Background: an optimization exercise with open tools, aiming at small area, a short achievable clock period and few clock cycles per item. Do not read the settings as production practice. The RTL was checked by simulation tests, not by an equivalence proof against the original design. Power is estimated from default activity; no workload was simulated.

==> flow/design.v <==
`timescale 1ns / 1ps
module mltp (
  input S, CLK, Clr,
  input [7:0] Binput, Qinput,
  output [7:0] A, Q,
  output reg R  
);
  wire pp0_0, pp0_1, pp0_2, pp0_3, pp0_4, pp0_5, pp0_6, pp0_7, pp1_0, pp1_1, pp1_2, pp1_3, pp1_4, pp1_5, pp1_6, pp1_7, pp2_0, pp2_1, pp2_2, pp2_3, pp2_4, pp2_5, pp2_6, pp2_7, pp3_0, pp3_1, pp3_2, pp3_3, pp3_4, pp3_5, pp3_6, pp3_7, pp4_0, pp4_1, pp4_2, pp4_3, pp4_4, pp4_5, pp4_6, pp4_7, pp5_0, pp5_1, pp5_2, pp5_3, pp5_4, pp5_5, pp5_6, pp5_7, pp6_0, pp6_1, pp6_2, pp6_3, pp6_4, pp6_5, pp6_6, pp6_7, pp7_0, pp7_1, pp7_2, pp7_3, pp7_4, pp7_5, pp7_6, pp7_7, s1, c2, s3, c4, s5, c6, s7, c8, s9, c10, s11, c12, s13, c14, s15, c16, s17, c18, s19, c20, s21, c22, s23, c24, s25, c26, s27, c28, s29, c30, s31, c32, s33, c34, s35, c36, s37, c38, s39, c40, s41, c42, s43, c44, s45, c46, s47, c48, s49, c50, s51, c52, s53, c54, s55, c56, s57, c58, s59, c60, s61, c62, s63, c64, s65, c66, s67, c68, s69, c70, s71, c72, s73, c74, s75, c76, s77, c78, s79, c80, s81, c82, s83, c84, s85, c86, s87, c88, s89, c90, s91, c92, s93, c94;
  assign pp0_0 = ~(Binput[0] & Qinput[0]);
  assign pp0_1 = ~(Binput[0] & Qinput[1]);
  assign pp0_2 = ~(Binput[0] & Qinput[2]);
  assign pp0_3 = ~(Binput[0] & Qinput[3]);
  assign pp0_4 = ~(Binput[0] & Qinput[4]);
  assign pp0_5 = ~(Binput[0] & Qinput[5]);
  assign pp0_6 = ~(Binput[0] & Qinput[6]);
  assign pp0_7 = ~(Binput[0] & Qinput[7]);
  assign pp1_0 = ~(Binput[1] & Qinput[0]);
  assign pp1_1 = ~(Binput[1] & Qinput[1]);
  assign pp1_2 = ~(Binput[1] & Qinput[2]);
  assign pp1_3 = ~(Binput[1] & Qinput[3]);
  assign pp1_4 = ~(Binput[1] & Qinput[4]);
  assign pp1_5 = ~(Binput[1] & Qinput[5]);
  assign pp1_6 = ~(Binput[1] & Qinput[6]);
  assign pp1_7 = ~(Binput[1] & Qinput[7]);
  assign pp2_0 = ~(Binput[2] & Qinput[0]);
  assign pp2_1 = ~(Binput[2] & Qinput[1]);
  assign pp2_2 = ~(Binput[2] & Qinput[2]);
  assign pp2_3 = ~(Binput[2] & Qinput[3]);
  assign pp2_4 = ~(Binput[2] & Qinput[4]);
  assign pp2_5 = ~(Binput[2] & Qinput[5]);
  assign pp2_6 = ~(Binput[2] & Qinput[6]);
  assign pp2_7 = ~(Binput[2] & Qinput[7]);
  assign pp3_0 = ~(Binput[3] & Qinput[0]);
  assign pp3_1 = ~(Binput[3] & Qinput[1]);
  assign pp3_2 = ~(Binput[3] & Qinput[2]);
  assign pp3_3 = ~(Binput[3] & Qinput[3]);
  assign pp3_4 = ~(Binput[3] & Qinput[4]);
  assign pp3_5 = ~(Binput[3] & Qinput[5]);
  assign pp3_6 = ~(Binput[3] & Qinput[6]);
  assign pp3_7 = ~(Binput[3] & Qinput[7]);
  assign pp4_0 = ~(Binput[4] & Qinput[0]);
  assign pp4_1 = ~(Binput[4] & Qinput[1]);
  assign pp4_2 = ~(Binput[4] & Qinput[2]);
  assign pp4_3 = ~(Binput[4] & Qinput[3]);
  assign pp4_4 = ~(Binput[4] & Qinput[4]);
  assign pp4_5 = ~(Binput[4] & Qinput[5]);
  assign pp4_6 = ~(Binput[4] & Qinput[6]);
  assign pp4_7 = ~(Binput[4] & Qinput[7]);
  assign pp5_0 = ~(Binput[5] & Qinput[0]);
  assign pp5_1 = ~(Binput[5] & Qinput[1]);
  assign pp5_2 = ~(Binput[5] & Qinput[2]);
  assign pp5_3 = ~(Binput[5] & Qinput[3]);
  assign pp5_4 = ~(Binput[5] & Qinput[4]);
  assign pp5_5 = ~(Binput[5] & Qinput[5]);
  assign pp5_6 = ~(Binput[5] & Qinput[6]);
  assign pp5_7 = ~(Binput[5] & Qinput[7]);
  assign pp6_0 = ~(Binput[6] & Qinput[0]);
  assign pp6_1 = ~(Binput[6] & Qinput[1]);
  assign pp6_2 = ~(Binput[6] & Qinput[2]);
  assign pp6_3 = ~(Binput[6] & Qinput[3]);
  assign pp6_4 = ~(Binput[6] & Qinput[4]);
  assign pp6_5 = ~(Binput[6] & Qinput[5]);
  assign pp6_6 = ~(Binput[6] & Qinput[6]);
  assign pp6_7 = ~(Binput[6] & Qinput[7]);
  assign pp7_0 = ~(Binput[7] & Qinput[0]);
  assign pp7_1 = ~(Binput[7] & Qinput[1]);
  assign pp7_2 = ~(Binput[7] & Qinput[2]);
  assign pp7_3 = ~(Binput[7] & Qinput[3]);
  assign pp7_4 = ~(Binput[7] & Qinput[4]);
  assign pp7_5 = ~(Binput[7] & Qinput[5]);
  assign pp7_6 = ~(Binput[7] & Qinput[6]);
  assign pp7_7 = ~(Binput[7] & Qinput[7]);
  mltp_xnor u_s1 (.a(pp0_2), .b(pp1_1), .y(s1));
  mltp_or u_c2 (.a(pp0_2), .b(pp1_1), .y(c2));
  mltp_fa u_s3 (.a(pp0_3), .b(pp1_2), .c(pp2_1), .s(s3), .co(c4));
  mltp_xnor u_s5 (.a(pp3_0), .b(c2), .y(s5));
  mltp_or u_c6 (.a(pp3_0), .b(c2), .y(c6));
  mltp_fa u_s7 (.a(pp0_4), .b(pp1_3), .c(pp2_2), .s(s7), .co(c8));
  mltp_fa u_s9 (.a(pp3_1), .b(pp4_0), .c(c4), .s(s9), .co(c10));
  mltp_xnor u_s11 (.a(s7), .b(c6), .y(s11));
  mltp_or u_c12 (.a(s7), .b(c6), .y(c12));
  mltp_fa u_s13 (.a(pp0_5), .b(pp1_4), .c(pp2_3), .s(s13), .co(c14));
  mltp_fa u_s15 (.a(pp3_2), .b(pp4_1), .c(pp5_0), .s(s15), .co(c16));
  mltp_fa u_s17 (.a(c8), .b(s13), .c(s15), .s(s17), .co(c18));
  mltp_xnor u_s19 (.a(c12), .b(c10), .y(s19));
  mltp_or u_c20 (.a(c12), .b(c10), .y(c20));
  mltp_fa u_s21 (.a(pp0_6), .b(pp1_5), .c(pp2_4), .s(s21), .co(c22));
  mltp_fa u_s23 (.a(pp3_3), .b(pp4_2), .c(pp5_1), .s(s23), .co(c24));
  mltp_fa u_s25 (.a(pp6_0), .b(c14), .c(c16), .s(s25), .co(c26));
  mltp_fa u_s27 (.a(s21), .b(s23), .c(c18), .s(s27), .co(c28));
  mltp_fa u_s29 (.a(s25), .b(c20), .c(s27), .s(s29), .co(c30));
  mltp_fa u_s31 (.a(pp0_7), .b(pp1_6), .c(pp2_5), .s(s31), .co(c32));
  mltp_fa u_s33 (.a(pp3_4), .b(pp4_3), .c(pp5_2), .s(s33), .co(c34));
  mltp_fa u_s35 (.a(pp6_1), .b(pp7_0), .c(c22), .s(s35), .co(c36));
  mltp_fa u_s37 (.a(c24), .b(s31), .c(s33), .s(s37), .co(c38));
  mltp_fa u_s39 (.a(c26), .b(s35), .c(s37), .s(s39), .co(c40));
  mltp_xnor u_s41 (.a(c28), .b(s39), .y(s41));
  mltp_or u_c42 (.a(c28), .b(s39), .y(c42));
  mltp_fa u_s43 (.a(pp1_7), .b(pp2_6), .c(pp3_5), .s(s43), .co(c44));
  mltp_fa u_s45 (.a(pp4_4), .b(pp5_3), .c(pp6_2), .s(s45), .co(c46));
  mltp_fa u_s47 (.a(pp7_1), .b(c32), .c(c34), .s(s47), .co(c48));
  mltp_fa u_s49 (.a(s43), .b(s45), .c(c36), .s(s49), .co(c50));
  mltp_fa u_s51 (.a(c38), .b(s47), .c(s49), .s(s51), .co(c52));
  mltp_xnor u_s53 (.a(c40), .b(c42), .y(s53));
  mltp_or u_c54 (.a(c40), .b(c42), .y(c54));
  mltp_fa u_s55 (.a(pp2_7), .b(pp3_6), .c(pp4_5), .s(s55), .co(c56));
  mltp_fa u_s57 (.a(pp5_4), .b(pp6_3), .c(pp7_2), .s(s57), .co(c58));
  mltp_fa u_s59 (.a(c44), .b(c46), .c(s55), .s(s59), .co(c60));
  mltp_fa u_s61 (.a(s57), .b(c48), .c(s59), .s(s61), .co(c62));
  mltp_fa u_s63 (.a(c50), .b(s61), .c(c52), .s(s63), .co(c64));
  mltp_fa u_s65 (.a(pp3_7), .b(pp4_6), .c(pp5_5), .s(s65), .co(c66));
  mltp_fa u_s67 (.a(pp6_4), .b(pp7_3), .c(c56), .s(s67), .co(c68));
  mltp_fa u_s69 (.a(c58), .b(s65), .c(s67), .s(s69), .co(c70));
  mltp_fa u_s71 (.a(c60), .b(s69), .c(c62), .s(s71), .co(c72));
  mltp_fa u_s73 (.a(pp4_7), .b(pp5_6), .c(pp6_5), .s(s73), .co(c74));
  mltp_fa u_s75 (.a(pp7_4), .b(c66), .c(s73), .s(s75), .co(c76));
  mltp_fa u_s77 (.a(c68), .b(s75), .c(c70), .s(s77), .co(c78));
  mltp_fa u_s79 (.a(pp5_7), .b(pp6_6), .c(pp7_5), .s(s79), .co(c80));
  mltp_fa u_s81 (.a(c74), .b(s79), .c(c76), .s(s81), .co(c82));
  mltp_fa u_s83 (.a(pp6_7), .b(pp7_6), .c(c80), .s(s83), .co(c84));
  mltp_xnor u_s85 (.a(pp0_1), .b(pp1_0), .y(s85));
  mltp_or u_c86 (.a(pp0_1), .b(pp1_0), .y(c86));
  mltp_fa u_s87 (.a(pp2_0), .b(c86), .c(s1), .s(s87), .co(c88));
  mltp_fa u_s89 (.a(s3), .b(s5), .c(c88), .s(s89), .co(c90));
  mltp_fa u_s91 (.a(s11), .b(s9), .c(c90), .s(s91), .co(c92));
  mltp_fa u_s93 (.a(s17), .b(s19), .c(c92), .s(s93), .co(c94));
  reg r_lo0, r_lo1, r_lo2, r_lo3, r_lo4, r_lo5, r6_0, r6_1, r7_0, r7_1, r8_0, r8_1, r9_0, r9_1, r10_0, r10_1, r11_0, r11_1, r12_0, r12_1, r13_0, r13_1, r14_0, r14_1;
  always @(posedge CLK)
    if (S) begin
      r_lo0 <= pp0_0;
      r_lo1 <= s85;
      r_lo2 <= s87;
      r_lo3 <= s89;
      r_lo4 <= s91;
      r_lo5 <= s93;
      r6_0 <= s29;
      r6_1 <= c94;
      r7_0 <= s41;
      r7_1 <= c30;
      r8_0 <= s51;
      r8_1 <= s53;
      r9_0 <= c54;
      r9_1 <= s63;
      r10_0 <= s71;
      r10_1 <= c64;
      r11_0 <= s77;
      r11_1 <= c72;
      r12_0 <= s81;
      r12_1 <= c78;
      r13_0 <= s83;
      r13_1 <= c82;
      r14_0 <= pp7_7;
      r14_1 <= c84;
    end
  wire [9:0] hi_n = {1'b1, r14_0, r13_0, r12_0, r11_0, r10_0, r9_0, r8_0, r7_0, r6_0} + {1'b1, r14_1, r13_1, r12_1, r11_1, r10_1, r9_1, r8_1, r7_1, r6_1} + 1'b1;
  wire [9:0] hi = ~hi_n;
  assign {A, Q} = {hi, ~r_lo5, ~r_lo4, ~r_lo3, ~r_lo2, ~r_lo1, ~r_lo0};
  always @(posedge CLK or negedge Clr)
    if (~Clr) R <= 1'b0;
    else if (S) R <= 1'b1;
endmodule
module mltp_fa (input a, b, c, output s, co);
  assign s = a ^ b ^ c;
  assign co = (a & b) | (c & (a ^ b));
endmodule
module mltp_xnor (input a, b, output y);
  assign y = ~(a ^ b);
endmodule
module mltp_or (input a, b, output y);
  assign y = a | b;
endmodule
==> flow/run.sh <==
#!/bin/bash
# synth_recipe.tcl (not shown) runs the flow's synth.tcl, then flattens the netlist and writes it again
# the make line also repeats each setting of config.mk as NAME=value (left out here)
make -C /OpenROAD-flow-scripts/flow DESIGN_CONFIG=/design/flow/config.mk WORK_HOME=/design/flow/orfs CLKGATE_MAP_FILE= SYNTH_SCRIPT=/design/flow/synth_recipe.tcl finish
==> flow/config.mk <==
export PLATFORM = sky130hd
export DESIGN_NAME = mltp
export DESIGN_NICKNAME = mltp
export VERILOG_FILES = /design/flow/design.v
export SDC_FILE = /design/flow/constraint.sdc
export NUM_CORES = 4
export LEC_CHECK = 0
export CAP_MARGIN = 20
export CORE_MARGIN = 2
export CORE_UTILIZATION = 40
export SETUP_SLACK_MARGIN = 2.0
export SLEW_MARGIN = 20
export SYNTH_HIERARCHICAL = 1
export SYNTH_MINIMUM_KEEP_SIZE = 0
==> flow/constraint.sdc <==
create_clock -name core_clock -period 5.0 [get_ports {CLK}]
set_input_delay 1.0000 -clock core_clock [delete_from_list [all_inputs] [get_ports {CLK}]]
set_output_delay 1.0000 -clock core_clock [all_outputs]
set_load 0.01 [all_outputs]
==> results.cfg, run 1 <==
[timing]
setup_viol_count_final = 0
slew_headroom = 0.6336
rsz0062_at_grt = yes
fmax_ghz = 0.3210
drv_slew = 0
finalClockSkew_ns = 0
finalHoldViolations = 0
holdWs_ns = 0.4711
fin_crit_sh = 0.6231
tightest_slew_ns = 0.5496
finalSetupTns_ns = 0
layout_min_cycle_time_ns = 3.115

[yosys]
synth_cell_types = 27
yosys.area.top_type = fa_1
synth_area_per_cell_sq_um = 11.15
yosys_warnings = 7
netlist_instances = 210
synth_area_leaders = fa_1 35%, edfxtp_1 31%, nand2_1 11%, ha_1 4.8%, xnor2_1 4.5%
yosysSeqAreaShare = 0.3185
async_reset_ff_frac = 0.04000
netlist_area_sq_mm = 0.002341
synth_edf_count = 24
synthesis.nets = 279
ys_seq_elements = 25
yosys.area.top_type_share = 0.3506
ys.flop_type = edfxtp_1

[cells_and_area]
area_growth_pct = 35.44
layout_commonest_cell = nand2_1
fillers = 496
final_cell_mix = 48 x nand2_1, 24 x edfxtp_1, 21 x fa_2, 20 x fa_1
drive_gt1_frac = 0.3740
nNetsFinal = 316
seqCellArea_sq_um = 745.7
multi_input_area_sq_mm = 0.001714
diodes = 0

[cts]
clockBufferDepth = 2
clock_sinks = 25
cts_tree = done
clk_pin_slew_worst_paths_ns = 0.08
clk_latency_ns = 0.27
cts_max_level = 1
cts_buffers = 3
cts-root-buf = clkbuf_8

[critical_path]
critPathTopFamily = adder cells
startpoint_type = input port
crit_required_ns = 5.02
r2r_cells = 1
crit_path_max_fanout = 7
cp.depth = 6
crit_top_cell = fa_2
cp_num_buf_inv = 1
worstPathCellList = buf_12 -> nand2_4 -> fa_2 -> fa_1 -> fa_2 -> fa_2
max_stage_delay_ns = 0.56
worstSetupPathType = input port to register
cp-end-kind = register
cp.arrival_ns = 3.14
crit_path_top_delay_cell = fa_2

[detailed_routing]
totalWireLength_um = 4264
viasPerCell = 4.792
postRouteAntennaNets = 0
num_vias = 1524
wl_per_cell_um = 13.41
drt_iter0_drc = 40
firstDrtPassIters = 4
drc = 0

[floorplan]
io_pins = 36
die_w_um = 80.50
core_sq_mm = 0.005574
start_util = 0.4200
die-area_sq_mm = 0.006480
die_h_um = 80.50
rows = 27

[placement]
routabilityCongestion = 0.8538
hpwl_um = 3369
io_buffers = 35

[pwr]
power_density_mw_per_mm2 = 355.7
peakVddDrop_v = 0.0002017
leakage_nw = 1.184

[min_path]
holdCritPathClass = register to register
hold_path_depth = 1

[global_routing]
grt_max_degree = 26
grt_usage = 0.1503
grt_pass1_vias = 1590
grt_pass1_wl_um = 7452
overflow = 0
antenna_found_initial = 0

[run_status]
status = complete, no violations

[run]
max-cap-violations = 0
## per-module statistics from Yosys (local to each module, per instance)
module | flip-flops and latches | copies in the design
mltp | 25 | 1
mltp_fa | 0 | 40
mltp_xnor | 0 | 7
mltp_or | 0 | 7
## path summary, 6_finish.rpt
check	startpoint	end	slack, ns
setup / recovery	Binput[4]	r9_1$_DFFE_PP_	1.88
hold / removal	R$_DFFE_PN0P_	R$_DFFE_PN0P_	0.47
setup reg to reg	R$_DFFE_PN0P_	R$_DFFE_PN0P_	4.23
hold reg to reg	R$_DFFE_PN0P_	R$_DFFE_PN0P_	0.47
max in group asynchronous	Clr	R$_DFFE_PN0P_	4.05
min in group asynchronous	Clr	R$_DFFE_PN0P_	0.86
## timing repair
item / 4_1_cts / 5_1_grt
setup buffers: 6 / 7
hold buffers: 0 / 0
pin swaps: 10 / 12
setup endpoints to repair: 25 / 13
resized for setup: 150 / 35
## layer usage
| metal | vias up | track usage | wire length, um |
|---|---|---|---|
| met5 | - | 0 | 0 |
| met4 | 0 | 0.06102 | 102 |
| met3 | 9 | 0.006742 | 122 |
| met2 | 32 | 0.2417 | 1953 |
| met1 | 748 | 0.2149 | 2086 |
| li1 | 735 | - | - |
## cell families (layout without fill, tap and decap cells)
family,Yosys count,after routing,share of synthesized area
buf+inv,27,63,0.04329
flops,25,25,0.3185
compound gates,13,13,0.04222
simple gates,81,81,0.1448
fa+ha+maj,50,50,0.3987
xor+xnor,14,14,0.05238
## cell usage after synthesis, drive strengths merged (2+ instances only)
library cell  count
a21o              2
a21oi             2
a31oi             2
clkbuf           16
edfxtp           24
fa               41
ha                9
inv              11
nand2            67
o21ai             3
or2               8
xnor2            12
xor2              2
## area by class of cell
cell class | count | area share
Sequential cell | 25 | 0.2352
Inverter | 11 | 0.01302
Tap cell | 72 | 0.02841
Clock buffer | 4 | 0.01421
Timing Repair Buffer | 48 | 0.1685
Multi-Input combinational cell | 158 | 0.5406
## through the flow
step	utilization	power, mW	worst slack [ns]	area [sq um]	instances
finish	0.5688	1.128	1.885	3171	318
global route	0.5688	1.234	1.827	3171	318
CTS	0.5385	1.101	1.888	3002	311
detailed placement	0.5030	0.9737	0.9044	2804	301
global placement	0.5030	0.9656	0.9226	2804	301
floorplan	-	0.7356	1.646	2655	210
## report_power, final
| group | internal [mW] | switching [mW] |
|---|---|---|
| combinational | 0.366 | 0.327 |
| clock | 0.0570 | 0.0599 |
| sequential | 0.299 | 0.0185 |
Testbench counts, summed over its fixed seeds: cycles 2,048, products 2,048.
==> run 2: changes to the inputs <==
==> flow/flow/run.sh (new file) <==
#!/bin/bash
# The standard layout (standard.sh, unchanged synthesis), with two layout
# settings changed: the port buffers are plain buffers (buf_2) instead of the
# delay cells buffer_ports picks by default, and the resizer may swap a cell
# for one of another footprint (MATCH_CELL_FOOTPRINT=0), so it can size them.
# The full output of make (every ORFS step, each also logged under
# orfs/logs/) goes to make.log.
set -euo pipefail
bash standard.sh MATCH_CELL_FOOTPRINT=0 \
  "BUFFER_PORTS_ARGS=-buffer_cell sky130_fd_sc_hd__buf_2" finish > make.log 2>&1
==> flow/standard.sh (new file) <==
#!/bin/bash
# synth_recipe.tcl (not shown) runs the flow's synth.tcl, then flattens the netlist and writes it again
# the make line also repeats each setting of config.mk as NAME=value (left out here)
make -C /OpenROAD-flow-scripts/flow DESIGN_CONFIG=/design/flow/config.mk WORK_HOME=/design/flow/orfs CLKGATE_MAP_FILE= SYNTH_SCRIPT=/design/flow/synth_recipe.tcl "${@:-finish}"
removed: flow/run.sh
==> results.cfg, run 2 <==
[run_status]
status = complete, no violations

[global_routing]
grt_pass1_wl_um = 7100
grt_pass1_vias = 1501
grt_usage = 0.1444
overflow = 0
antenna_found_initial = 0
grt_max_degree = 26

[yosys]
yosysSeqAreaShare = 0.3185
yosys.area.top_type = fa_1
synth_area_per_cell_sq_um = 11.15
async_reset_ff_frac = 0.04000
netlist_area_sq_mm = 0.002341
synth_common_cells = 67 x nand2_1, 41 x fa_1, 24 x edfxtp_1
synth_cell_types = 27
synthesis.nets = 279
ys_seq_elements = 25
synth_area_leaders = fa_1 35%, edfxtp_1 31%, nand2_1 11%, ha_1 4.8%, xnor2_1 4.5%
netlist_instances = 210
synth.most_common_cell = nand2_1
yosys.area.top_type_share = 0.3506
yosys_warnings = 7
ys.flop_type = edfxtp_1
synth_edf_count = 24

[cts]
cts_tree = done
clockBufferDepth = 2
clk_latency_ns = 0.26
cts-root-buf = clkbuf_8
clock_sinks = 25
postCtsHoldBufs = 0
cts_buffers = 3
cts_max_level = 1
clk_pin_slew_worst_paths_ns = 0.08

[pwr]
p_int_uw = 690.2
p_clk_frac = 0.103
power_mw = 1.093
peakVddDrop_v = 0.0002187
p_switching_uw = 402.7
pwr-share-comb = 0.603
seqPwrFrac = 0.294
power_density_mw_per_mm2 = 361.7
leakage_nw = 1.139
p_sw_frac = 0.3684

[placement]
placed_area_sq_mm = 0.002624
place_ws_ns = 1.446
hpwl_um = 3467
io_buffers = 35
routabilityCongestion = 0.8329

[critical_path]
crit_required_ns = 5.01
worstSetupPathType = input port to register
critPathTopFamily = adder cells
cp.arrival_ns = 3.10
startpoint_type = input port
r2r_cells = 1
crit_path_top_delay_cell = fa_1
crit_path_max_fanout = 8
cp.depth = 7
cp-end-kind = register
cp_num_buf_inv = 1
max_stage_delay_ns = 0.46
crit_top_cell = fa_2
worstPathCellList = buf_6 -> nand2_1 -> fa_2 -> fa_2 -> fa_1 -> fa_2 -> fa_2

[cells_and_area]
seqCellArea_sq_um = 745.7
final_cell_mix = 52 x nand2_1, 24 x edfxtp_1, 23 x fa_1, 20 x buf_2, 18 x fa_2
fillers = 497
design_area_sq_mm = 0.003022
diodes = 0
nNetsFinal = 316
layout_commonest_cell = nand2_1
multi_input_area_sq_mm = 0.001674
drive_gt1_frac = 0.3984
area_growth_pct = 29.08

[floorplan]
io_pins = 36
die-area_sq_mm = 0.006480
die_h_um = 80.50
core_sq_mm = 0.005574
die_w_um = 80.50
start_util = 0.4200
rows = 27

[detailed_routing]
viasPerCell = 4.748
drt_iter0_drc = 67
totalWireLength_um = 4380
postRouteAntennaNets = 0
firstDrtPassIters = 4
wl_per_cell_um = 13.77
num_vias = 1510
drc = 0

[min_path]
holdCritPathClass = register to register
hold_path_depth = 1

[timing]
setup_viol_count_final = 0
setup_slack_ns = 1.906
fin_crit_sh = 0.6188
slew_headroom = 0.6452
layout_min_cycle_time_ns = 3.094
finalSetupTns_ns = 0
finalClockSkew_ns = 0
rsz0062_at_grt = yes
tightest_slew_ns = 0.5322
holdWs_ns = 0.4684
finalHoldViolations = 0
drv_slew = 0
fmax_ghz = 0.3232

[run]
max-cap-violations = 0
-- run 2: cell counts after synthesis --
No cell type changed its count.
-- run 2: layout make-up --
cell class / count / share of cell area
repair buffers: 48 / 0.1408
well taps: 72 / 0.02981
inverters: 11 / 0.01366
clock buffers: 4 / 0.01491
flip-flops and latches: 25 / 0.2468
multi-input cells: 158 / 0.5540
-- run 2: metrics by stage --
step | std cells | utilization
2_1_floorplan | 210 | -
3_3_place_gp | 301 | 0.4707
3_5_place_dp | 301 | 0.4707
4_1_cts | 310 | 0.5149
5_1_grt | 318 | 0.5421
6_report | 318 | 0.5421
-- run 2: what timing repair did --
action / in CTS / in global routing
setup endpoints to repair: 10 / 11
pin swaps: 18 / 9
resized for setup: 62 / 16
buffers inserted: 5 / 8
-- run 2: path summary, 6_finish.rpt --
check                         startpoint             end  slack, ns
hold reg to reg            R$_DFFE_PN0P_   R$_DFFE_PN0P_       0.47
setup / recovery               Binput[2]  r9_1$_DFFE_PP_       1.91
setup reg to reg           R$_DFFE_PN0P_   R$_DFFE_PN0P_       4.23
hold / removal             R$_DFFE_PN0P_   R$_DFFE_PN0P_       0.47
min in group asynchronous            Clr   R$_DFFE_PN0P_       0.50
max in group asynchronous            Clr   R$_DFFE_PN0P_       4.42
-- run 2: power groups by stage --
stage	clock network, mW	registers [mW]	logic, mW
after floorplan	0	0.316	0.413
after global placement	0	0.320	0.556
after detailed placement	0	0.321	0.565
after CTS	0.117	0.319	0.607
after global routing	0.125	0.326	0.741
final	0.112	0.321	0.659
-- run 2: cell families (layout without fill, tap and decap cells) --
kind of cell | after synthesis | after routing | share of synthesized area
adders and majority gates | 50 | 50 | 0.3987
and+or+nand+nor | 81 | 81 | 0.1448
xor gates and xnor gates | 14 | 14 | 0.05238
AOI/OAI and AO/OA | 13 | 13 | 0.04222
buffers and inverters | 27 | 63 | 0.04329
DFF | 25 | 25 | 0.3185
-- run 2: per-module statistics from Yosys (local to each module, per instance) --
| module | copies in the design | area (sq um) | cells | flops+latches |
|---|---|---|---|---|
| mltp | 1 | 1435 | 156 | 25 |
| mltp_xnor | 7 | 8.758 | 1 | 0 |
| mltp_fa | 40 | 20.02 | 1 | 0 |
| mltp_or | 7 | 6.256 | 1 | 0 |
-- run 2: metal layers --
metal	GRT usage	up-vias	share of wire
li1	-	733	-
met1	0.2110	734	0.47
met2	0.2250	37	0.47
met3	0.01573	6	0.039
met4	0.04915	0	0.013
met5	0	-	0
==> run 3: changes to the inputs <==
--- a/flow/config.mk
+++ b/flow/config.mk
@@ -10,3 +10,3 @@
 export CORE_UTILIZATION = 40
-export SETUP_SLACK_MARGIN = 2.0
+export SETUP_SLACK_MARGIN = 1.7
 export SLEW_MARGIN = 20
==> results.cfg, run 3 <==
[yosys]
yosysSeqAreaShare = 0.3185
synth_common_cells = 67 x nand2_1, 41 x fa_1, 24 x edfxtp_1
synth_edf_count = 24
async_reset_ff_frac = 0.04000
netlist_instances = 210
synth_compound_area_frac = 0.04222
synth_area_per_cell_sq_um = 11.15
yosys.area_share.adder = 0.3987
yosys.area.top_type_share = 0.3506
synth_top_family_by_area = adder cells
synthesis.nets = 279
ys_seq_elements = 25
synth_cell_types = 27
yosys_warnings = 7
synth.most_common_cell = nand2_1
ys.flop_type = edfxtp_1
yosys.area.top_type = fa_1
netlist_area_sq_mm = 0.002341
synth.area.mux_share = 0
synth_area_leaders = fa_1 35%, edfxtp_1 31%, nand2_1 11%, ha_1 4.8%, xnor2_1 4.5%
synthXorXnorAreaFrac = 0.05238
synthSimpleGateAreaFrac = 0.1448

[timing]
setup_viol_count_final = 0
finalSetupTns_ns = 0
layout_min_cycle_time_ns = 3.234
slew_headroom = 0.6559
finalHoldViolations = 0
tightest_slew_ns = 0.5162
finalClockSkew_ns = 0
fmax_ghz = 0.3093
drv_slew = 0
fin_crit_sh = 0.6467
rsz0062_at_grt = no

[detailed_routing]
drc = 0
postRouteAntennaNets = 0
viasPerCell = 4.843
drt_iter0_drc = 76
wl_per_cell_um = 13.25
totalWireLength_um = 4040
firstDrtPassIters = 4
num_vias = 1477

[cts]
postCtsSetupBuffers = 0
cts_max_level = 1
cts_resized = 0
clk_pin_slew_worst_paths_ns = 0.08
cts_buffers = 3
cts-root-buf = clkbuf_8
clockBufferDepth = 2
clock_sinks = 25
clk_latency_ns = 0.26
cts_tree = done
postCtsHoldBufs = 0

[global_routing]
met3_usage = 0.008989
top_usage_layer = met2
grt_pass1_wl_um = 6837
use_met2 = 0.2217
grt_max_degree = 26
gr-usage-met1 = 0.1951
grt_pass1_vias = 1490
grt_usage = 0.1350
antenna_found_initial = 0
overflow = 0

[placement]
hpwl_um = 3404
io_buffers = 35
routabilityCongestion = 0.8653
placed_area_sq_mm = 0.002579

[pwr]
p_clk_frac = 0.117
p_int_uw = 605.7
peakVddDrop_v = 0.0002172
leakage_nw = 0.9936
p_sw_frac = 0.3784
seqPwrFrac = 0.323
power_density_mw_per_mm2 = 371.2
p_switching_uw = 368.7
pwr-share-comb = 0.560

[min_path]
hold_path_depth = 1
holdCritPathClass = register to register
min_from = R$_DFFE_PN0P_
min_to = R$_DFFE_PN0P_

[cells_and_area]
fillers = 538
drive_gt1_frac = 0.2318
nNetsFinal = 303
area_growth_pct = 12.13
diodes = 0
final_cell_mix = 62 x nand2_1, 35 x fa_1, 35 x buf_2, 24 x edfxtp_1, 12 x xnor2_1
layout_commonest_cell = nand2_1
design_area_sq_mm = 0.002625

[critical_path]
rr_endpoint = R$_DFFE_PN0P_
r2r_slack_ns = 4.23
crit_path_max_fanout = 8
cp-end-kind = register
startpoint_type = input port
crit_required_ns = 5.01
worstSetupPathType = input port to register
r2r_start = R$_DFFE_PN0P_
cp.arrival_ns = 3.25
r2r_cells = 1

[run_status]
status = complete, no violations

[floorplan]
die-area_sq_mm = 0.006480
core_sq_mm = 0.005574
start_util = 0.4200
die_h_um = 80.50
io_pins = 36
die_w_um = 80.50
rows = 27

[run]
max-cap-violations = 0
run 3: cell counts after synthesis:
No cell type changed its count.
run 3: metal layers:
layer	vias up	routed length, um
met3	4	138
met2	36	1882
li1	707	-
met4	0	46
met1	730	1972
met5	-	0
run 3: through the flow:
stage / hold slack (ns) / utilization / std cells / power, mW / setup slack (ns)
3_3_place_gp: 0.4509 / 0.4626 / 301 / 0.8647 / 1.486
3_5_place_dp: 0.4568 / 0.4626 / 301 / 0.8766 / 1.462
4_1_cts: 0.4782 / 0.4709 / 305 / 0.9903 / 1.775
6_report: 0.4720 / 0.4709 / 305 / 0.9744 / 1.766
2_1_floorplan: 0.5121 / - / 210 / 0.7177 / 1.633
5_1_grt: 0.4807 / 0.4709 / 305 / 1.070 / 1.710
run 3: worst max path at each step:
stage / from / endpoint / slack, ns / cells past startpoint
final: Qinput[5] / r9_1$_DFFE_PP_ / 1.77 / 7
after detailed placement: Qinput[6] / r9_1$_DFFE_PP_ / 1.46 / 7
after CTS: Binput[4] / r9_1$_DFFE_PP_ / 1.77 / 6
after global placement: Binput[4] / r9_1$_DFFE_PP_ / 1.49 / 6
after global routing: Qinput[6] / r9_1$_DFFE_PP_ / 1.71 / 6
after floorplan: Binput[0] / r9_1$_DFFE_PP_ / 1.63 / 7
run 3: area by class of cell:
type	count	area, sq um	area share
multi-input cells	158	1526	0.5815
clock buffers	3	41.29	0.01573
inverters	11	41.29	0.01573
clock inverters	1	5.005	0.001907
well taps	72	90.09	0.03432
flip-flops and latches	25	745.7	0.2841
repair buffers	35	175.2	0.06673
run 3: per-module statistics from Yosys, one instance, submodules excluded:
module	area [sq um]	times used	cells inside	flip-flops and latches
mltp_or	6.256	7	1	0
mltp_xnor	8.758	7	1	0
mltp_fa	20.02	40	1	0
mltp	1435	1	156	25
run 3: power by group through the flow:
| stage | sequential [mW] | clock (mW) | combinational, mW |
|---|---|---|---|
| global route | 0.320 | 0.126 | 0.624 |
| detailed placement | 0.320 | 0 | 0.556 |
| floorplan | 0.316 | 0 | 0.402 |
| finish | 0.315 | 0.114 | 0.546 |
| global placement | 0.319 | 0 | 0.546 |
| CTS | 0.316 | 0.119 | 0.556 |
run 3: logic make-up (layout without fill, tap and decap cells):
kind of cell | count (synthesis) | in the layout
adder cells (fa/ha/maj) | 50 | 50
AND/OR/NAND/NOR | 81 | 81
AO/OA/AOI/OAI | 13 | 13
buffers and inverters | 27 | 50
XOR/XNOR | 14 | 14
flip-flops | 25 | 25
run 3: worst max-delay path, stage by stage:
cell and delay [ns]:
buf_2 0.19, nand2_1 0.10, fa_2 0.37, fa_2 0.34, fa_1 0.46, fa_2 0.35
fa_1 0.42
==> run 4: changes to the inputs <==
--- a/flow/design.v
+++ b/flow/design.v
@@ -72,40 +72,40 @@
   assign pp7_7 = ~(Binput[7] & Qinput[7]);
-  mltp_xnor u_s1 (.a(pp0_2), .b(pp1_1), .y(s1));
-  mltp_or u_c2 (.a(pp0_2), .b(pp1_1), .y(c2));
-  mltp_fa u_s3 (.a(pp0_3), .b(pp1_2), .c(pp2_1), .s(s3), .co(c4));
-  mltp_xnor u_s5 (.a(pp3_0), .b(c2), .y(s5));
-  mltp_or u_c6 (.a(pp3_0), .b(c2), .y(c6));
-  mltp_fa u_s7 (.a(pp0_4), .b(pp1_3), .c(pp2_2), .s(s7), .co(c8));
-  mltp_fa u_s9 (.a(pp3_1), .b(pp4_0), .c(c4), .s(s9), .co(c10));
-  mltp_xnor u_s11 (.a(s7), .b(c6), .y(s11));
-  mltp_or u_c12 (.a(s7), .b(c6), .y(c12));
-  mltp_fa u_s13 (.a(pp0_5), .b(pp1_4), .c(pp2_3), .s(s13), .co(c14));
-  mltp_fa u_s15 (.a(pp3_2), .b(pp4_1), .c(pp5_0), .s(s15), .co(c16));
-  mltp_fa u_s17 (.a(c8), .b(s13), .c(s15), .s(s17), .co(c18));
-  mltp_xnor u_s19 (.a(c12), .b(c10), .y(s19));
-  mltp_or u_c20 (.a(c12), .b(c10), .y(c20));
-  mltp_fa u_s21 (.a(pp0_6), .b(pp1_5), .c(pp2_4), .s(s21), .co(c22));
-  mltp_fa u_s23 (.a(pp3_3), .b(pp4_2), .c(pp5_1), .s(s23), .co(c24));
-  mltp_fa u_s25 (.a(pp6_0), .b(c14), .c(c16), .s(s25), .co(c26));
-  mltp_fa u_s27 (.a(s21), .b(s23), .c(c18), .s(s27), .co(c28));
-  mltp_fa u_s29 (.a(s25), .b(c20), .c(s27), .s(s29), .co(c30));
-  mltp_fa u_s31 (.a(pp0_7), .b(pp1_6), .c(pp2_5), .s(s31), .co(c32));
-  mltp_fa u_s33 (.a(pp3_4), .b(pp4_3), .c(pp5_2), .s(s33), .co(c34));
-  mltp_fa u_s35 (.a(pp6_1), .b(pp7_0), .c(c22), .s(s35), .co(c36));
-  mltp_fa u_s37 (.a(c24), .b(s31), .c(s33), .s(s37), .co(c38));
-  mltp_fa u_s39 (.a(c26), .b(s35), .c(s37), .s(s39), .co(c40));
-  mltp_xnor u_s41 (.a(c28), .b(s39), .y(s41));
-  mltp_or u_c42 (.a(c28), .b(s39), .y(c42));
-  mltp_fa u_s43 (.a(pp1_7), .b(pp2_6), .c(pp3_5), .s(s43), .co(c44));
-  mltp_fa u_s45 (.a(pp4_4), .b(pp5_3), .c(pp6_2), .s(s45), .co(c46));
-  mltp_fa u_s47 (.a(pp7_1), .b(c32), .c(c34), .s(s47), .co(c48));
-  mltp_fa u_s49 (.a(s43), .b(s45), .c(c36), .s(s49), .co(c50));
-  mltp_fa u_s51 (.a(c38), .b(s47), .c(s49), .s(s51), .co(c52));
-  mltp_xnor u_s53 (.a(c40), .b(c42), .y(s53));
-  mltp_or u_c54 (.a(c40), .b(c42), .y(c54));
+  mltp_xnor u_s1 (.a(pp0_7), .b(pp1_6), .y(s1));
+  mltp_or u_c2 (.a(pp0_7), .b(pp1_6), .y(c2));
+  mltp_xnor u_s3 (.a(pp1_7), .b(pp2_6), .y(s3));
+  mltp_or u_c4 (.a(pp1_7), .b(pp2_6), .y(c4));
+  mltp_xnor u_s5 (.a(pp0_2), .b(pp1_1), .y(s5));
+  mltp_or u_c6 (.a(pp0_2), .b(pp1_1), .y(c6));
+  mltp_fa u_s7 (.a(pp0_3), .b(pp1_2), .c(pp2_1), .s(s7), .co(c8));
+  mltp_xnor u_s9 (.a(pp3_0), .b(c6), .y(s9));
+  mltp_or u_c10 (.a(pp3_0), .b(c6), .y(c10));
+  mltp_fa u_s11 (.a(pp0_4), .b(pp1_3), .c(pp2_2), .s(s11), .co(c12));
+  mltp_fa u_s13 (.a(pp3_1), .b(pp4_0), .c(c8), .s(s13), .co(c14));
+  mltp_xnor u_s15 (.a(s11), .b(c10), .y(s15));
+  mltp_or u_c16 (.a(s11), .b(c10), .y(c16));
+  mltp_fa u_s17 (.a(pp0_5), .b(pp1_4), .c(pp2_3), .s(s17), .co(c18));
+  mltp_fa u_s19 (.a(pp3_2), .b(pp4_1), .c(pp5_0), .s(s19), .co(c20));
+  mltp_fa u_s21 (.a(c12), .b(s17), .c(s19), .s(s21), .co(c22));
+  mltp_xnor u_s23 (.a(c14), .b(c16), .y(s23));
+  mltp_or u_c24 (.a(c14), .b(c16), .y(c24));
+  mltp_fa u_s25 (.a(pp0_6), .b(pp1_5), .c(pp2_4), .s(s25), .co(c26));
+  mltp_fa u_s27 (.a(pp3_3), .b(pp4_2), .c(pp5_1), .s(s27), .co(c28));
+  mltp_fa u_s29 (.a(pp6_0), .b(c18), .c(c20), .s(s29), .co(c30));
+  mltp_fa u_s31 (.a(s25), .b(s27), .c(s29), .s(s31), .co(c32));
+  mltp_fa u_s33 (.a(c22), .b(c24), .c(s31), .s(s33), .co(c34));
+  mltp_fa u_s35 (.a(pp2_5), .b(pp3_4), .c(pp4_3), .s(s35), .co(c36));
+  mltp_fa u_s37 (.a(pp5_2), .b(pp6_1), .c(pp7_0), .s(s37), .co(c38));
+  mltp_fa u_s39 (.a(s1), .b(c26), .c(c28), .s(s39), .co(c40));
+  mltp_fa u_s41 (.a(s35), .b(s37), .c(c30), .s(s41), .co(c42));
+  mltp_fa u_s43 (.a(s39), .b(c32), .c(s41), .s(s43), .co(c44));
+  mltp_fa u_s45 (.a(pp3_5), .b(pp4_4), .c(pp5_3), .s(s45), .co(c46));
+  mltp_fa u_s47 (.a(pp6_2), .b(pp7_1), .c(c2), .s(s47), .co(c48));
+  mltp_fa u_s49 (.a(s3), .b(c36), .c(c38), .s(s49), .co(c50));
+  mltp_fa u_s51 (.a(s45), .b(s47), .c(c40), .s(s51), .co(c52));
+  mltp_fa u_s53 (.a(s49), .b(c42), .c(s51), .s(s53), .co(c54));
   mltp_fa u_s55 (.a(pp2_7), .b(pp3_6), .c(pp4_5), .s(s55), .co(c56));
   mltp_fa u_s57 (.a(pp5_4), .b(pp6_3), .c(pp7_2), .s(s57), .co(c58));
-  mltp_fa u_s59 (.a(c44), .b(c46), .c(s55), .s(s59), .co(c60));
-  mltp_fa u_s61 (.a(s57), .b(c48), .c(s59), .s(s61), .co(c62));
-  mltp_fa u_s63 (.a(c50), .b(s61), .c(c52), .s(s63), .co(c64));
+  mltp_fa u_s59 (.a(c4), .b(c46), .c(s55), .s(s59), .co(c60));
+  mltp_fa u_s61 (.a(s57), .b(c48), .c(c50), .s(s61), .co(c62));
+  mltp_fa u_s63 (.a(s59), .b(c52), .c(s61), .s(s63), .co(c64));
   mltp_fa u_s65 (.a(pp3_7), .b(pp4_6), .c(pp5_5), .s(s65), .co(c66));
@@ -113,3 +113,3 @@
   mltp_fa u_s69 (.a(c58), .b(s65), .c(s67), .s(s69), .co(c70));
-  mltp_fa u_s71 (.a(c60), .b(s69), .c(c62), .s(s71), .co(c72));
+  mltp_fa u_s71 (.a(c60), .b(c62), .c(s69), .s(s71), .co(c72));
   mltp_fa u_s73 (.a(pp4_7), .b(pp5_6), .c(pp6_5), .s(s73), .co(c74));
@@ -122,6 +122,6 @@
   mltp_or u_c86 (.a(pp0_1), .b(pp1_0), .y(c86));
-  mltp_fa u_s87 (.a(pp2_0), .b(c86), .c(s1), .s(s87), .co(c88));
-  mltp_fa u_s89 (.a(s3), .b(s5), .c(c88), .s(s89), .co(c90));
-  mltp_fa u_s91 (.a(s11), .b(s9), .c(c90), .s(s91), .co(c92));
-  mltp_fa u_s93 (.a(s17), .b(s19), .c(c92), .s(s93), .co(c94));
+  mltp_fa u_s87 (.a(pp2_0), .b(c86), .c(s5), .s(s87), .co(c88));
+  mltp_fa u_s89 (.a(s7), .b(s9), .c(c88), .s(s89), .co(c90));
+  mltp_fa u_s91 (.a(s15), .b(s13), .c(c90), .s(s91), .co(c92));
+  mltp_fa u_s93 (.a(s21), .b(s23), .c(c92), .s(s93), .co(c94));
   reg r_lo0, r_lo1, r_lo2, r_lo3, r_lo4, r_lo5, r6_0, r6_1, r7_0, r7_1, r8_0, r8_1, r9_0, r9_1, r10_0, r10_1, r11_0, r11_1, r12_0, r12_1, r13_0, r13_1, r14_0, r14_1;
@@ -135,7 +135,7 @@
       r_lo5 <= s93;
-      r6_0 <= s29;
+      r6_0 <= s33;
       r6_1 <= c94;
-      r7_0 <= s41;
-      r7_1 <= c30;
-      r8_0 <= s51;
+      r7_0 <= c34;
+      r7_1 <= s43;
+      r8_0 <= c44;
       r8_1 <= s53;
@@ -143,4 +143,4 @@
       r9_1 <= s63;
-      r10_0 <= s71;
-      r10_1 <= c64;
+      r10_0 <= c64;
+      r10_1 <= s71;
       r11_0 <= s77;
==> results.cfg, run 4 <==
[cts]
cts_buffers = 3
postCtsSetupBuffers = 0
clockBufferDepth = 2
cts_resized = 0
cts_tree = done
clock_sinks = 25
cts_max_level = 1
clk_pin_slew_worst_paths_ns = 0.07
cts-root-buf = clkbuf_8
clk_latency_ns = 0.25
postCtsHoldBufs = 0

[run]
max-cap-violations = 0

[run_status]
status = complete, no violations

[floorplan]
start_util = 0.4200
die-area_sq_mm = 0.006480
die_h_um = 80.50
rows = 27
die_w_um = 80.50
io_pins = 36
core_sq_mm = 0.005574

[timing]
tightest_slew_ns = 0.4887
drv_slew = 0
holdWs_ns = 0.4868
finalHoldViolations = 0
rsz0062_at_grt = no
fmax_ghz = 0.3167
layout_min_cycle_time_ns = 3.158
finalSetupTns_ns = 0
setup_viol_count_final = 0
slew_headroom = 0.6742
finalClockSkew_ns = 0
fin_crit_sh = 0.6315

[cells_and_area]
layout_commonest_cell = nand2_1
fillers = 533
nNetsFinal = 303
seqCellArea_sq_um = 745.7
final_cell_mix = 67 x nand2_1, 40 x fa_1, 35 x buf_2, 24 x edfxtp_1, 12 x xnor2_1
multi_input_area_sq_mm = 0.001496
diodes = 0
area_growth_pct = 10.80
drive_gt1_frac = 0.1845

[pwr]
power_density_mw_per_mm2 = 350.3
peakVddDrop_v = 0.0001940
power_uw = 908.6
leakage_nw = 0.9837

[global_routing]
grt_pass1_wl_um = 6624
antenna_found_initial = 0
grt_usage = 0.1340
grt_max_degree = 26
overflow = 0
grt_pass1_vias = 1403

[critical_path]
max_stage_delay_ns = 0.42
crit_start = Binput[1]
cp-endpoint = r_lo5$_DFFE_PP_
cp-end-kind = register
critPathTopFamily = adder cells
cp.depth = 7
crit_top_cell = fa_1
cp.arrival_ns = 3.16
r2r_slack_ns = 4.21
cp_num_buf_inv = 1
startpoint_type = input port
r2r_cells = 1
crit_path_max_fanout = 8
worstPathCellList = buf_2 -> nand2_1 -> or2_1 -> fa_1 -> fa_1 -> fa_1 -> fa_1
r2r_start = R$_DFFE_PN0P_
crit_required_ns = 5.00
rr_endpoint = R$_DFFE_PN0P_
worstSetupPathType = input port to register
crit_path_top_delay_cell = fa_1

[detailed_routing]
num_vias = 1424
wl_per_cell_um = 12.82
drt_iter0_drc = 51
drc = 0
firstDrtPassIters = 4
viasPerCell = 4.669
postRouteAntennaNets = 0
totalWireLength_um = 3910

[yosys]
synth_common_cells = 67 x nand2_1, 41 x fa_1, 24 x edfxtp_1
synth_area_leaders = fa_1 35%, edfxtp_1 31%, nand2_1 11%, ha_1 4.8%, xnor2_1 4.5%
ys.flop_type = edfxtp_1
yosysSeqAreaShare = 0.3185
async_reset_ff_frac = 0.04000
yosys.area.top_type_share = 0.3506
synth_edf_count = 24
synth_cell_types = 27
netlist_instances = 210
ys_seq_elements = 25
yosys_warnings = 7
synth.most_common_cell = nand2_1
yosys.area.top_type = fa_1
synthesis.nets = 279
synth_area_per_cell_sq_um = 11.15
netlist_area_sq_mm = 0.002341

[placement]
hpwl_um = 3376
routabilityCongestion = 0.8356
io_buffers = 35

[min_path]
holdCritPathClass = register to register
[run 4: cell counts after synthesis]
No cell type changed its count.
[run 4: how the worst min path moves through the flow]
stage                  start             to  slack (ns)  cells past startpoint
5_1_grt                  Clr  R$_DFFE_PN0P_        0.50                      1
4_1_cts                  Clr  R$_DFFE_PN0P_        0.50                      1
3_3_place_gp   R$_DFFE_PN0P_  R$_DFFE_PN0P_        0.45                      1
3_5_place_dp   R$_DFFE_PN0P_  R$_DFFE_PN0P_        0.48                      1
6_report       R$_DFFE_PN0P_  R$_DFFE_PN0P_        0.49                      1
2_1_floorplan  R$_DFFE_PN0P_  R$_DFFE_PN0P_        0.51                      1
[run 4: metal layers]
metal  vias to the layer above  track usage  wire, um
met2                        31       0.2075      1851
met5                         -            0         0
li1                        711            -         -
met4                         0      0.05593        63
met3                         4     0.008989       134
met1                       678       0.1960      1860
[run 4: layout make-up]
class	instances	share of cell area
clock buffers	4	0.01737
inverters	11	0.01592
multi-input cells	158	0.5769
flip-flops and latches	25	0.2875
well taps	72	0.03473
repair buffers	35	0.06753
[run 4: Yosys stat by module, one instance, submodules excluded]
module	flops+latches	cells inside	times used	area [sq um]
mltp_xnor	0	1	7	8.758
mltp	25	156	1	1435
mltp_fa	0	1	40	20.02
mltp_or	0	1	7	6.256
[run 4: power by group]
group | total, mW | switching (mW) | internal, mW | leakage [nW]
Sequential | 0.309 | 0.0146 | 0.294 | 0.246
Combinational | 0.490 | 0.266 | 0.224 | 0.715
Clock | 0.110 | 0.0532 | 0.0567 | 0.0228
[run 4: cell families (layout without fill, tap and decap cells)]
family | after synthesis | count (layout) | synth area share
AOI/OAI and AO/OA | 13 | 13 | 0.04222
xor gates and xnor gates | 14 | 14 | 0.05238
adders and majority gates | 50 | 50 | 0.3987
buffers and inverters | 27 | 50 | 0.04329
DFF | 25 | 25 | 0.3185
and+or+nand+nor | 81 | 81 | 0.1448
[run 4: through the flow]
step | cell area [sq um] | instances | utilization | setup WS, ns
after floorplan | 2360 | 210 | - | 1.686
after global placement | 2549 | 301 | 0.4572 | 1.605
after detailed placement | 2549 | 301 | 0.4572 | 1.574
after CTS | 2594 | 305 | 0.4653 | 1.853
after global routing | 2594 | 305 | 0.4653 | 1.743
final | 2594 | 305 | 0.4653 | 1.842
Testbench counts of run 4, summed over its fixed seeds: cycles 2,048, products 2,048.
==> run 5: changes to the inputs <==
--- a/flow/config.mk
+++ b/flow/config.mk
@@ -10,3 +10,3 @@
 export CORE_UTILIZATION = 40
-export SETUP_SLACK_MARGIN = 1.7
+export SETUP_SLACK_MARGIN = 1.3
 export SLEW_MARGIN = 20
==> results.cfg, run 5 <==
[timing]
finalClockSkew_ns = 0
drv_slew = 0
tightest_slew_ns = 0.5099
finalHoldViolations = 0
fmax_ghz = 0.3204
holdWs_ns = 0.4701
slew_headroom = 0.6600
setup_viol_count_final = 0
rsz0062_at_grt = no
fin_crit_sh = 0.6242
layout_min_cycle_time_ns = 3.121
finalSetupTns_ns = 0

[yosys]
netlist_instances = 210
ys.flop_type = edfxtp_1
yosys_warnings = 7
synthesis.nets = 279
synth_edf_count = 24
synth_area_per_cell_sq_um = 11.15
netlist_area_sq_mm = 0.002341
synth_area_leaders = fa_1 35%, edfxtp_1 31%, nand2_1 11%, ha_1 4.8%, xnor2_1 4.5%
yosysSeqAreaShare = 0.3185
yosys.area.top_type = fa_1
yosys.area.top_type_share = 0.3506
ys_seq_elements = 25
synth_common_cells = 67 x nand2_1, 41 x fa_1, 24 x edfxtp_1
synth_cell_types = 27
async_reset_ff_frac = 0.04000
synth.most_common_cell = nand2_1

[cts]
cts_resized = 0
cts_buffers = 3
clk_latency_ns = 0.26
cts_max_level = 1
cts_tree = done
clock_sinks = 25
postCtsSetupBuffers = 0
cts-root-buf = clkbuf_8
clk_pin_slew_worst_paths_ns = 0.08
postCtsHoldBufs = 0
clockBufferDepth = 2

[critical_path]
crit_required_ns = 5.00
cp-end-kind = register
crit_path_max_fanout = 8
r2r_slack_ns = 4.23
r2r_cells = 1
rr_endpoint = R$_DFFE_PN0P_
r2r_start = R$_DFFE_PN0P_
startpoint_type = input port
cp.arrival_ns = 3.12
worstSetupPathType = input port to register

[pwr]
power_density_mw_per_mm2 = 354.9
leakage_nw = 0.9838
pwr-share-comb = 0.541
p_int_uw = 577.8
p_switching_uw = 341.8
peakVddDrop_v = 0.0001859
power_uw = 919.6
seqPwrFrac = 0.337
p_clk_frac = 0.122
p_sw_frac = 0.3717

[global_routing]
grt_pass1_wl_um = 7148
grt_pass1_vias = 1536
antenna_found_initial = 0
overflow = 0
grt_max_degree = 26
grt_usage = 0.1456

[min_path]
holdCritPathClass = register to register
min_to = R$_DFFE_PN0P_
hold_path_depth = 1
min_from = R$_DFFE_PN0P_

[detailed_routing]
firstDrtPassIters = 4
viasPerCell = 4.820
wl_per_cell_um = 13.48
postRouteAntennaNets = 0
drc = 0
num_vias = 1470
totalWireLength_um = 4111
drt_iter0_drc = 37

[placement]
hpwl_um = 3431
io_buffers = 35
routabilityCongestion = 0.8119

[floorplan]
io_pins = 36
core_sq_mm = 0.005574
rows = 27
start_util = 0.4200
die_h_um = 80.50
die-area_sq_mm = 0.006480
die_w_um = 80.50

[cells_and_area]
drive_gt1_frac = 0.1803
nNetsFinal = 303
fillers = 530
final_cell_mix = 67 x nand2_1, 41 x fa_1, 35 x buf_2, 24 x edfxtp_1, 12 x xnor2_1
layout_commonest_cell = nand2_1
diodes = 0
area_growth_pct = 10.69

[run]
max-cap-violations = 0

[run_status]
status = complete, no violations
==> run 5: cell counts after synthesis <==
No cell type changed its count.
==> run 5: kinds of logic (layout without fill, tap and decap cells) <==
logic type / count (synthesis) / count (layout) / share of synthesized area
AND/OR/NAND/NOR: 81 / 81 / 0.1448
flip-flops: 25 / 25 / 0.3185
XOR/XNOR: 14 / 14 / 0.05238
buffers and inverters: 27 / 50 / 0.04329
adder cells (fa/ha/maj): 50 / 50 / 0.3987
AO/OA/AOI/OAI: 13 / 13 / 0.04222
==> run 5: power groups by stage <==
stage / logic, mW / clock network [mW] / registers (mW)
floorplan: 0.354 / 0 / 0.311
global placement: 0.493 / 0 / 0.314
detailed placement: 0.505 / 0 / 0.316
CTS: 0.507 / 0.116 / 0.311
global route: 0.568 / 0.125 / 0.316
finish: 0.498 / 0.112 / 0.310
==> run 5: modules after synthesis (local to each module, per instance) <==
module	copies in the design	flip-flops and latches	area [sq um]	cells
mltp	1	25	1435	156
mltp_fa	40	0	20.02	1
mltp_or	7	0	6.256	1
mltp_xnor	7	0	8.758	1
==> run 5: worst max-delay path by stage <==
stage	from	endpoint	cells after the start
3_5_place_dp	Binput[2]	r10_1$_DFFE_PP_	6
4_1_cts	r6_0$_DFFE_PP_	A[4]	9
2_1_floorplan	Binput[1]	r_lo5$_DFFE_PP_	7
5_1_grt	r6_0$_DFFE_PP_	A[4]	9
6_report	Binput[2]	r10_1$_DFFE_PP_	6
3_3_place_gp	Qinput[1]	r_lo5$_DFFE_PP_	7
==> run 5: metrics by stage <==
stage	utilization	std cells	worst slack, ns	instance area [sq um]
global route	0.4649	305	1.736	2591
finish	0.4649	305	1.879	2591
CTS	0.4649	305	1.871	2591
detailed placement	0.4568	301	1.592	2546
floorplan	-	210	1.594	2341
global placement	0.4568	301	1.603	2546
==> run 5: routing by layer <==
metal	routed length, um	global-route usage	part of all wire	up-vias
met5	0	0	0	-
met4	70	0.06102	0.017	0
met3	129	0.01348	0.031	4
met2	1989	0.2350	0.48	22
met1	1920	0.2021	0.47	738
li1	-	-	-	706
==> run 5: final cells by class <==
class	count	area (sq um)	share of cell area
inverters	11	41.29	0.01593
well taps	72	90.09	0.03477
clock buffers	4	45.04	0.01738
repair buffers	35	175.2	0.06760
multi-input cells	158	1494	0.5765
flip-flops and latches	25	745.7	0.2878
==> run 5: worst max-delay path, cell delays in order <==
cell     delay [ns]
buf_2          0.18
nand2_1        0.10
fa_1           0.44
fa_1           0.47
fa_1           0.51
fa_1           0.42
==> run 6: changes to the inputs <==
--- a/flow/config.mk
+++ b/flow/config.mk
@@ -10,2 +10,3 @@
 export CORE_UTILIZATION = 40
+export CTS_BUF_LIST = sky130_fd_sc_hd__clkbuf_4
 export SETUP_SLACK_MARGIN = 1.3
==> results.cfg, run 6 <==
[run_status]
status = complete, no violations

[critical_path]
crit_path_top_delay_cell = fa_1
r2r_slack_ns = 4.22
worstPathCellList = inv_1 -> ha_1 -> inv_1 -> fa_1 -> a21o_1 -> a21oi_4 -> o211ai_1 -> xnor2_1 -> buf_2
cp-end-kind = output port
max_stage_delay_ns = 0.39
cp_num_buf_inv = 3
critPathTopFamily = adder cells
r2r_start = R$_DFFE_PN0P_
crit_path_max_fanout = 3
cp.arrival_ns = 2.15
crit_required_ns = 4.00
crit_top_cell = inv_1
startpoint_type = register
worstSetupPathType = register to output port
crit_start = r6_0$_DFFE_PP_

[floorplan]
io_pins = 36
core_sq_mm = 0.005574
die-area_sq_mm = 0.006480
die_w_um = 80.50
die_h_um = 80.50
rows = 27
start_util = 0.4200

[detailed_routing]
drt_iter0_drc = 44
num_vias = 1492
wl_per_cell_um = 13.34
firstDrtPassIters = 6
drc = 0
totalWireLength_um = 4068
viasPerCell = 4.892
postRouteAntennaNets = 0

[global_routing]
grt_pass1_vias = 1527
antenna_found_initial = 0
grt_pass1_wl_um = 7079
grt_usage = 0.1434
overflow = 0
grt_max_degree = 26

[timing]
layout_min_cycle_time_ns = 3.153
fmax_ghz = 0.3172
finalHoldViolations = 0
drv_slew = 0
finalClockSkew_ns = 0
slew_headroom = 0.6661
rsz0062_at_grt = no
tightest_slew_ns = 0.5008
holdWs_ns = 0.4436
setup_viol_count_final = 0
fin_crit_sh = 0.6306
finalSetupTns_ns = 0

[cts]
cts_max_level = 1
postCtsSetupBuffers = 0
clockBufferDepth = 2
cts_buffers = 3
postCtsHoldBufs = 0
cts_tree = done
clk_latency_ns = 0.30
cts-root-buf = clkbuf_4
clock_sinks = 25
cts_resized = 0
clk_pin_slew_worst_paths_ns = 0.12

[placement]
routabilityCongestion = 0.8119
io_buffers = 35
hpwl_um = 3431

[yosys]
synth_edf_count = 24
async_reset_ff_frac = 0.04000
ys.flop_type = edfxtp_1
yosysSeqAreaShare = 0.3185
netlist_instances = 210
synth_area_leaders = fa_1 35%, edfxtp_1 31%, nand2_1 11%, ha_1 4.8%, xnor2_1 4.5%
synth.most_common_cell = nand2_1
netlist_area_sq_mm = 0.002341
synth_common_cells = 67 x nand2_1, 41 x fa_1, 24 x edfxtp_1
yosys.area.top_type = fa_1
synthesis.nets = 279
yosys_warnings = 7
yosys.area.top_type_share = 0.3506
synth_area_per_cell_sq_um = 11.15
synth_cell_types = 27
ys_seq_elements = 25

[pwr]
power_density_mw_per_mm2 = 346.7
peakVddDrop_v = 0.0001865
leakage_nw = 0.9794

[cells_and_area]
area_growth_pct = 10.05
layout_commonest_cell = nand2_1
diodes = 0
fillers = 538
drive_gt1_frac = 0.1845
nNetsFinal = 303
final_cell_mix = 67 x nand2_1, 41 x fa_1, 35 x buf_2, 24 x edfxtp_1, 12 x xnor2_1

[min_path]
holdCritPathClass = input port to async pin

[run]
max-cap-violations = 0
-- run 6: final cells by class --
type                            count  area, sq um  share of cell area
Clock buffer                        4        30.03             0.01166
Tap cell                           72        90.09             0.03497
Timing Repair Buffer               35        175.2             0.06799
Multi-Input combinational cell    158         1494              0.5799
Sequential cell                    25        745.7              0.2895
Inverter                           11        41.29             0.01603
-- run 6: logic make-up (layout without fill, tap and decap cells) --
group	Yosys count	after routing	share of synthesized area
fa+ha+maj	50	50	0.3987
flops	25	25	0.3185
xor+xnor	14	14	0.05238
compound gates	13	13	0.04222
simple gates	81	81	0.1448
buf+inv	27	50	0.04329
-- run 6: per-stage QoR --
stage / util / setup WS (ns) / std cells / area, sq um / power, mW
finish: 0.4622 / 1.847 / 305 / 2576 / 0.8931
detailed placement: 0.4568 / 1.592 / 301 / 2546 / 0.8204
global route: 0.4622 / 1.659 / 305 / 2576 / 0.9842
CTS: 0.4622 / 1.804 / 305 / 2576 / 0.9083
floorplan: - / 1.594 / 210 / 2341 / 0.6647
global placement: 0.4568 / 1.603 / 301 / 2546 / 0.8077
-- run 6: path summary, 6_finish.rpt --
path                       cells after the start             to
setup / recovery                               9           A[4]
hold / removal                                 1  R$_DFFE_PN0P_
setup reg to reg                               1  R$_DFFE_PN0P_
hold reg to reg                                1  R$_DFFE_PN0P_
max in group asynchronous                      1  R$_DFFE_PN0P_
min in group core_clock                        1  R$_DFFE_PN0P_
-- run 6: metal layers --
| metal | vias up | wire length, um | GRT usage |
|---|---|---|---|
| li1 | 709 | - | - |
| met1 | 747 | 1911 | 0.2027 |
| met2 | 32 | 1972 | 0.2292 |
| met3 | 4 | 136 | 0.01348 |
| met4 | 0 | 47 | 0.05593 |
| met5 | - | 0 | 0 |
-- run 6: Yosys stat by module, one instance, submodules excluded --
module / copies in the design / cells inside / area [sq um]
mltp_or: 7 / 1 / 6.256
mltp: 1 / 156 / 1435
mltp_fa: 40 / 1 / 20.02
mltp_xnor: 7 / 1 / 8.758
-- run 6: power by group --
part | internal (mW) | total [mW] | switching, mW
Combinational | 0.226 | 0.496 | 0.270
Sequential | 0.294 | 0.309 | 0.0152
Clock | 0.0365 | 0.0878 | 0.0513
==> run 7: changes to the inputs <==
--- a/flow/config.mk
+++ b/flow/config.mk
@@ -9,4 +9,4 @@
 export CORE_MARGIN = 2
-export CORE_UTILIZATION = 40
-export CTS_BUF_LIST = sky130_fd_sc_hd__clkbuf_4
+export CORE_UTILIZATION = 65
+export PLACE_DENSITY = 0.8
 export SETUP_SLACK_MARGIN = 1.3
==> results.cfg, run 7 <==
[run_status]
status = complete, no violations

[yosys]
yosys.area.top_type = fa_1
netlist_area_sq_mm = 0.002341
async_reset_ff_frac = 0.04000
synth_area_leaders = fa_1 35%, edfxtp_1 31%, nand2_1 11%, ha_1 4.8%, xnor2_1 4.5%
yosysSeqAreaShare = 0.3185
synth_edf_count = 24
ys_seq_elements = 25
ys.flop_type = edfxtp_1
synth.most_common_cell = nand2_1
netlist_instances = 210
synth_area_per_cell_sq_um = 11.15
synth_common_cells = 67 x nand2_1, 41 x fa_1, 24 x edfxtp_1
yosys_warnings = 7
synthesis.nets = 279
yosys.area.top_type_share = 0.3506
synth_cell_types = 27

[cells_and_area]
layout_commonest_cell = nand2_1
diodes = 0
fillers = 231
fin_util = 0.7494
area_growth_pct = 8.498
nNetsFinal = 303
final_cell_mix = 67 x nand2_1, 41 x fa_1, 35 x buf_2, 24 x edfxtp_1, 12 x xnor2_1
drive_gt1_frac = 0.1803
design_area_sq_mm = 0.002540

[pwr]
leakage_nw = 0.9760
peakVddDrop_v = 0.0001261
power_density_mw_per_mm2 = 352.9

[timing]
tightest_slew_ns = 0.4934
finalHoldViolations = 0
layout_min_cycle_time_ns = 3.234
slew_headroom = 0.6711
holdWs_ns = 0.4424
fmax_ghz = 0.3092
rsz0062_at_grt = no
finalClockSkew_ns = 0
drv_slew = 0
fin_crit_sh = 0.6468
setup_viol_count_final = 0
finalSetupTns_ns = 0

[cts]
cts_tree = done
cts_resized = 0
clock_sinks = 25
postCtsSetupBuffers = 0
cts-root-buf = clkbuf_4
clockBufferDepth = 2
clk_pin_slew_worst_paths_ns = 0.12
postCtsHoldBufs = 0
clk_latency_ns = 0.30
cts_max_level = 1
cts_buffers = 3

[detailed_routing]
wl_per_cell_um = 14.73
postRouteAntennaNets = 0
viasPerCell = 5.427
drt_iter0_drc = 70
firstDrtPassIters = 5
totalWireLength_um = 4109
drc = 0
num_vias = 1514

[run]
max-cap-violations = 0

[floorplan]
core_sq_mm = 0.003390
io_pins = 36
die_h_um = 64.01
start_util = 0.6907
die_w_um = 64.01
rows = 21
die-area_sq_mm = 0.004097

[critical_path]
crit_required_ns = 4.00
cp-endpoint = A[4]
crit_path_max_fanout = 3
r2r_start = R$_DFFE_PN0P_
startpoint_type = register
worstSetupPathType = register to output port
r2r_cells = 1
r2r_slack_ns = 4.22
cp-end-kind = output port
cp.arrival_ns = 2.23
crit_start = r6_1$_DFFE_PP_
rr_endpoint = R$_DFFE_PN0P_

[global_routing]
grt_usage = 0.2341
overflow = 0
top_usage_layer = met2
grt_pass1_wl_um = 7300
grt_pass1_vias = 1577
use_met2 = 0.4076
antenna_found_initial = 0
gr-usage-met1 = 0.3200
met3_usage = 0.02993
grt_max_degree = 26

[placement]
hpwl_um = 3553
io_buffers = 35
routabilityCongestion = 0.9086
placed_area_sq_mm = 0.002514

[min_path]
holdCritPathClass = input port to async pin
run 7: cell counts after synthesis:
Identical to the previous run, type by type.
run 7: where the power goes:
part	leakage, nW	internal [mW]	switching [mW]	total [mW]
combinational	0.715	0.228	0.278	0.506
clock	0.0150	0.0311	0.0501	0.0812
sequential	0.246	0.294	0.0150	0.309
run 7: worst min-delay path by stage:
| stage | end | depth (start not counted) |
|---|---|---|
| final | R$_DFFE_PN0P_ | 1 |
| after detailed placement | R$_DFFE_PN0P_ | 1 |
| after global routing | R$_DFFE_PN0P_ | 1 |
| after global placement | R$_DFFE_PN0P_ | 1 |
| after floorplan | R$_DFFE_PN0P_ | 1 |
| after CTS | R$_DFFE_PN0P_ | 1 |
run 7: layout make-up:
| cell class | instances | area, sq um | area share |
|---|---|---|---|
| clock buffer | 4 | 26.28 | 0.01034 |
| inverter | 11 | 41.29 | 0.01626 |
| multi-input combinational | 158 | 1494 | 0.5882 |
| sequential | 25 | 745.7 | 0.2936 |
| tap | 46 | 57.56 | 0.02266 |
| timing repair buffer | 35 | 175.2 | 0.06897 |
run 7: per-layer routing:
layer  wire length, um  vias to the layer above
li1                  -                      711
met1              1757                      729
met2              2047                       70
met3               273                        4
met4                30                        0
met5                 0                        -
run 7: Yosys stat by module (local to each module, per instance):
module | times used | flip-flops and latches | cells inside
mltp_or | 7 | 0 | 1
mltp | 1 | 25 | 156
mltp_xnor | 7 | 0 | 1
mltp_fa | 40 | 0 | 1
run 7: worst max-delay path, cell delays in order, from the launching register on:
cell and delay [ns]:
edfxtp_1 0.38, inv_1 0.07, ha_1 0.16, inv_1 0.06, fa_1 0.41, a21o_1 0.23, a21oi_4 0.19, o211ai_1 0.13
xnor2_1 0.16, buf_2 0.15
run 7: stage by stage:
| stage | instances | setup slack (ns) | total power [mW] |
|---|---|---|---|
| final | 279 | 1.766 | 0.8964 |
| after global routing | 279 | 1.621 | 0.9763 |
| after CTS | 279 | 1.736 | 0.9035 |
| after detailed placement | 275 | 1.548 | 0.8269 |
| after global placement | 275 | 1.620 | 0.7949 |
| after floorplan | 210 | 1.594 | 0.6647 |
run 7: logic make-up after synthesis:
group,after synthesis,share of synthesized area
compound gates,13,0.04222
fa+ha+maj,50,0.3987
xor+xnor,14,0.05238
flops,25,0.3185
buf+inv,27,0.04329
simple gates,81,0.1448

afterwards: timing with drivers on the ports:
How much do the figures lean on ideal ports? The routed layouts below were timed once more, with nothing changed but the port constraints. Step 1, drivers: a clkbuf_16 drives CLK and a buf_2 each remaining input, both assumed. Step 2, shift: input delay + t, output delay - t, t = (earliest + latest rising clock arrival at the registers) / 2. This alone moves slack from input paths to output paths. Three values: ideal, step 1, step 2; two values: the first two.
run | t (ns) | setup slack, ns | worst hold slack (ns)
run 1 | 0.292 | 1.885 / 1.850 / 1.557 | 0.471 / 0.471 / 0.471
run 2 | 0.281 | 1.906 / 1.870 / 1.589 | 0.468 / 0.468 / 0.468
run 3 | 0.283 | 1.766 / 1.768 / 1.484 | 0.472 / 0.472 / 0.472
run 4 | 0.282 | 1.842 / 1.846 / 1.564 | 0.487 / 0.487 / 0.487
run 5 | 0.285 | 1.879 / 1.874 / 1.599 | 0.470 / 0.470 / 0.470
run 6 | 0.323 | 1.847 / 1.824 / 1.608 | 0.444 / 0.445 / 0.479
run 7 | 0.319 | 1.766 / 1.745 / 1.546 | 0.442 / 0.444 / 0.487
After both steps every run listed still meets setup and hold. For run 1, which loses most, drivers alone change the setup slack by -0.035 ns; drivers and shift together by -0.328 ns.
